This is an optimization exercise on Yosys and OpenROAD, whose aim is small area, not a production implementation.
Function was checked by simulation only, so behaviour that the tests miss may differ from the original.
Power and IR drop assume default switching activity. The flow treats the clock pin as an ideal source, which a real chip does not have.

Design adc_processing, start of the top module:
module adc_processing #(
    parameter int SCALING_FACTOR = 310866,
    parameter int SHIFT_FACTOR   = 19,
    parameter int NEGATIVE_FACTOR = 12
) (
    input  logic        clk,
    input  logic        reset,
    input  logic        ready,
    input  logic [15:0] data,
    output logic [15:0] ave_data,
    output logic [15:0] scaled_adc_data
);
For scale: ~4,200 flip-flops, ~51 I/O pins.
export LEC_CHECK = 0
export CAP_MARGIN = 5
export CORE_MARGIN = 2
export CORE_UTILIZATION = 70
export PLACE_DENSITY = 0.8
export SLEW_MARGIN = 5
create_clock -name core_clock -period 10.0 [get_ports {clk}]
standard.sh (not shown) runs the stock make flow with config.mk's settings and CLKGATE_MAP_FILE= SYNTH_SCRIPT=/design/flow/synth_recipe.tcl, a recipe that flattens the netlist after the stock synthesis.
==> flow/flow/run.sh <==
#!/bin/bash
# Standard layout (the standard.sh), except that:
#  - clock tree synthesis inserts no dummy loads and clusters up to 33
#    flip-flops within 80 um per leaf buf_12;
#  - the port buffers are buf_1 cells.
set -euo pipefail
export CTS_ARGS="-sink_clustering_enable -repair_clock_nets -dont_use_dummy_load -buf_list sky130_fd_sc_hd__buf_12 -sink_clustering_size 33 -sink_clustering_max_diameter 80"
export BUFFER_PORTS_ARGS="-buffer_cell sky130_fd_sc_hd__buf_1"
bash standard.sh > standard.log 2>&1
Change:
==> flow/flow/run.sh (replaced) <==
#!/bin/bash
# Standard layout (the standard.sh), except that:
#  - clock tree synthesis inserts no dummy loads and clusters up to 35
#    flip-flops within 80 um per leaf clkbuf_16;
#  - the port buffers are buf_1 cells.
set -euo pipefail
export CTS_ARGS="-sink_clustering_enable -repair_clock_nets -dont_use_dummy_load -buf_list sky130_fd_sc_hd__clkbuf_16 -sink_clustering_size 35 -sink_clustering_max_diameter 80"
export BUFFER_PORTS_ARGS="-buffer_cell sky130_fd_sc_hd__buf_1"
bash standard.sh > standard.log 2>&1
Worst hold slack got worse by 16 ps.
Power increases by 0.49%.
Final area increases by 0.43%.
Synthesized area does not change.
Final cell count stays flat.
Die area does not change.
Clock skew increases by 16 ps.
Non-clock buffer count stays the same.
Critical path depth stays the same.
Clock power increases by about 2%.
First-iteration DRC count increases by about 3.8%.
Change:
Settings changed: CAP_MARGIN 5 to 20, CORE_UTILIZATION 70 to 60, PLACE_DENSITY 0.8 to 0.7, SLEW_MARGIN 5 to 20.
After rerunning:
- combinational power went up by about 0.9%
- sequential share of layout area is lower by 0.30 points
- critical path depth stays the same
- flip-flop and latch count does not change
Change:
==> flow/flow/run.sh (replaced) <==
#!/bin/bash
# Standard layout (the standard.sh), except that:
#  - clock tree synthesis inserts no dummy loads and clusters up to 32
#    flip-flops within 80 um per leaf buf_12;
#  - the port buffers are buf_1 cells.
set -euo pipefail
export CTS_ARGS="-sink_clustering_enable -repair_clock_nets -dont_use_dummy_load -buf_list sky130_fd_sc_hd__buf_12 -sink_clustering_size 32 -sink_clustering_max_diameter 80"
export BUFFER_PORTS_ARGS="-buffer_cell sky130_fd_sc_hd__buf_1"
bash standard.sh > standard.log 2>&1
Settings changed: CAP_MARGIN 20 to 5, CORE_UTILIZATION 60 to 70, PLACE_DENSITY 0.7 to 0.8, SLEW_MARGIN 20 to 5.
Outcome: Wire length climbs by 2.5%; cell area drops by 0.87%; global-route usage climbs by 3.4 points; core utilization climbs by 10 points; total power drops by 0.90%.
Change:
==> flow/flow/run.sh (replaced) <==
#!/bin/bash
# Standard layout (the standard.sh), except that:
#  - clock tree synthesis inserts no dummy loads and clusters up to 30
#    flip-flops within 80 um per leaf buf_12;
#  - the port buffers are buf_1 cells.
set -euo pipefail
export CTS_ARGS="-sink_clustering_enable -repair_clock_nets -dont_use_dummy_load -buf_list sky130_fd_sc_hd__buf_12 -sink_clustering_size 30 -sink_clustering_max_diameter 80"
export BUFFER_PORTS_ARGS="-buffer_cell sky130_fd_sc_hd__buf_1"
bash standard.sh > standard.log 2>&1
=> Total power came out higher slightly; cell area hardly moves; via count hardly moves; fmax hardly moves.
Change:
==> flow/flow/run.sh (replaced) <==
#!/bin/bash
# Standard layout (the standard.sh), except that:
#  - clock tree synthesis inserts no dummy loads and clusters up to 35
#    flip-flops within 60 um per leaf clkbuf_16;
#  - the port buffers are buf_1 cells.
set -euo pipefail
export CTS_ARGS="-sink_clustering_enable -repair_clock_nets -dont_use_dummy_load -buf_list sky130_fd_sc_hd__clkbuf_16 -sink_clustering_size 35 -sink_clustering_max_diameter 60"
export BUFFER_PORTS_ARGS="-buffer_cell sky130_fd_sc_hd__buf_1"
bash standard.sh > standard.log 2>&1
Settings changed: CAP_MARGIN 5 to 20, SLEW_MARGIN 5 to 20.
What happened: The new run finished with timing, DRC and antenna clean. Wire length goes up slightly. Cell area increases slightly. Total power went up by a few percent. Die area stays the same.

== south ==
Starting RTL as in the previous note.
// adc_processing
module adc_processing #(
    parameter int SCALING_FACTOR = 310866,
    parameter int SHIFT_FACTOR   = 19,
    parameter int NEGATIVE_FACTOR = 12
) (
    input  logic        clk,
    input  logic        reset,
    input  logic        ready,
    input  logic [15:0] data,
    output logic [15:0] ave_data,
    output logic [15:0] scaled_adc_data
);
    localparam int SCALING_FACTOR_WIDTH = $clog2(SCALING_FACTOR) + 1;
    localparam int INTERMEDIATE_WIDTH = 16 + SCALING_FACTOR_WIDTH;
    localparam logic [15:0] STAGE_RESET = 16'(-NEGATIVE_FACTOR);
    logic [15:0] stage1, stage2;
    averager #(
        .power(8),  
        .N(16)      
    ) AVERAGER (
        .reset(reset),
        .clk(clk),
        .EN(ready),
        .Din(data),
        .Q(ave_data)
    );
    logic [15:0] scaled;
    scale_mul SCALE (.a(ave_data), .y(scaled));
    always_ff @(posedge clk) begin
        if (reset) begin
            scaled_adc_data <= 0;
            stage1          <= STAGE_RESET;
            stage2          <= STAGE_RESET;
        end
        else if (ready) begin
            stage1          <= scaled;
            stage2          <= stage1;
            scaled_adc_data <= stage2;
        end
    end
endmodule
export LEC_CHECK = 0
export CAP_MARGIN = 5
export CORE_MARGIN = 2
export CORE_UTILIZATION = 75
export PLACE_DENSITY = 0.85
export SLEW_MARGIN = 5
create_clock -name core_clock -period 10.0 [get_ports {clk}]
==> flow/flow/run.sh <==
#!/bin/bash
# Standard layout (the standard.sh), except that:
#  - clock tree synthesis inserts no dummy loads and clusters up to 32
#    flip-flops within 80 um per leaf buf_12;
#  - the port buffers are buf_1 cells.
set -euo pipefail
export CTS_ARGS="-sink_clustering_enable -repair_clock_nets -dont_use_dummy_load -buf_list sky130_fd_sc_hd__buf_12 -sink_clustering_size 32 -sink_clustering_max_diameter 80"
export BUFFER_PORTS_ARGS="-buffer_cell sky130_fd_sc_hd__buf_1"
bash standard.sh > standard.log 2>&1
#### Input delta (west over south)
Settings: changing PLACE_DENSITY from 0.85 to 0.8; changing SLEW_MARGIN from 5 to 20; changing CAP_MARGIN from 5 to 20; changing CORE_UTILIZATION from 75 to 70.
==> flow/flow/run.sh <==
#!/bin/bash
# Standard layout (the standard.sh), except that:
#  - clock tree synthesis inserts no dummy loads and clusters up to 35
#    flip-flops within 80 um per leaf clkbuf_16;
#  - the port buffers are buf_1 cells.
set -euo pipefail
export CTS_ARGS="-sink_clustering_enable -repair_clock_nets -dont_use_dummy_load -buf_list sky130_fd_sc_hd__clkbuf_16 -sink_clustering_size 35 -sink_clustering_max_diameter 80"
export BUFFER_PORTS_ARGS="-buffer_cell sky130_fd_sc_hd__buf_1"
bash standard.sh > standard.log 2>&1
--- outcome ---
west: full flow OK, the timing, design-rule and antenna checks passed. The die extent in y of west is higher than that of south. Growth of design area from synthesis to finish delta for west relative to south: 0.66 points higher. The final reports for west and south show maximum frequency higher in the former. First-pass GRT wire length of west falls short of that of south slightly. Min clock power across west and south: south.

port drivers added, routing unchanged:
No port has a modelled driver above. Below, the same layouts with a new extraction and two added sets of constraints.
Step 1 assumes that a clkbuf_16 drives the clock port and a buf_2 every other input.
Step 2 moves the port delays by t, midway between the first and last clock arrival at a register: inputs arrive t later, outputs are due t later. That takes back most of the time a late clock gives input paths.
a / b / c = no drivers / after step 1 / after step 2; a / b = the first two.
| run | t, ns | setup slack, ns | worst slew at a driven data input, ns |
|---|---|---|---|
| the first run of note 1 | 0.828 | 3.251 / 3.309 / 2.481 | 0.06 |
| the second run of note 1 | 0.857 | 3.263 / 3.316 / 2.459 | 0.05 |
| the third run of note 1 | 0.877 | 3.336 / 3.395 / 2.518 | 0.06 |
| the fourth run of note 1 | 0.851 | 3.290 / 3.347 / 2.495 | 0.06 |
| the fifth run of note 1 | 0.849 | 3.288 / 3.347 / 2.498 | 0.06 |
| the sixth run of note 1 | 0.903 | 3.330 / 3.389 / 2.485 | 0.06 |
| south | 0.826 | 3.177 / 3.177 / 2.472 | 0.10 |
| west | 0.871 | 3.263 / 3.329 / 2.459 | 0.05 |
After both steps every run listed still meets setup and hold. The setup slack of the sixth run of note 1, which loses most, moves by +0.059 ns with the drivers and by -0.845 ns with both steps.
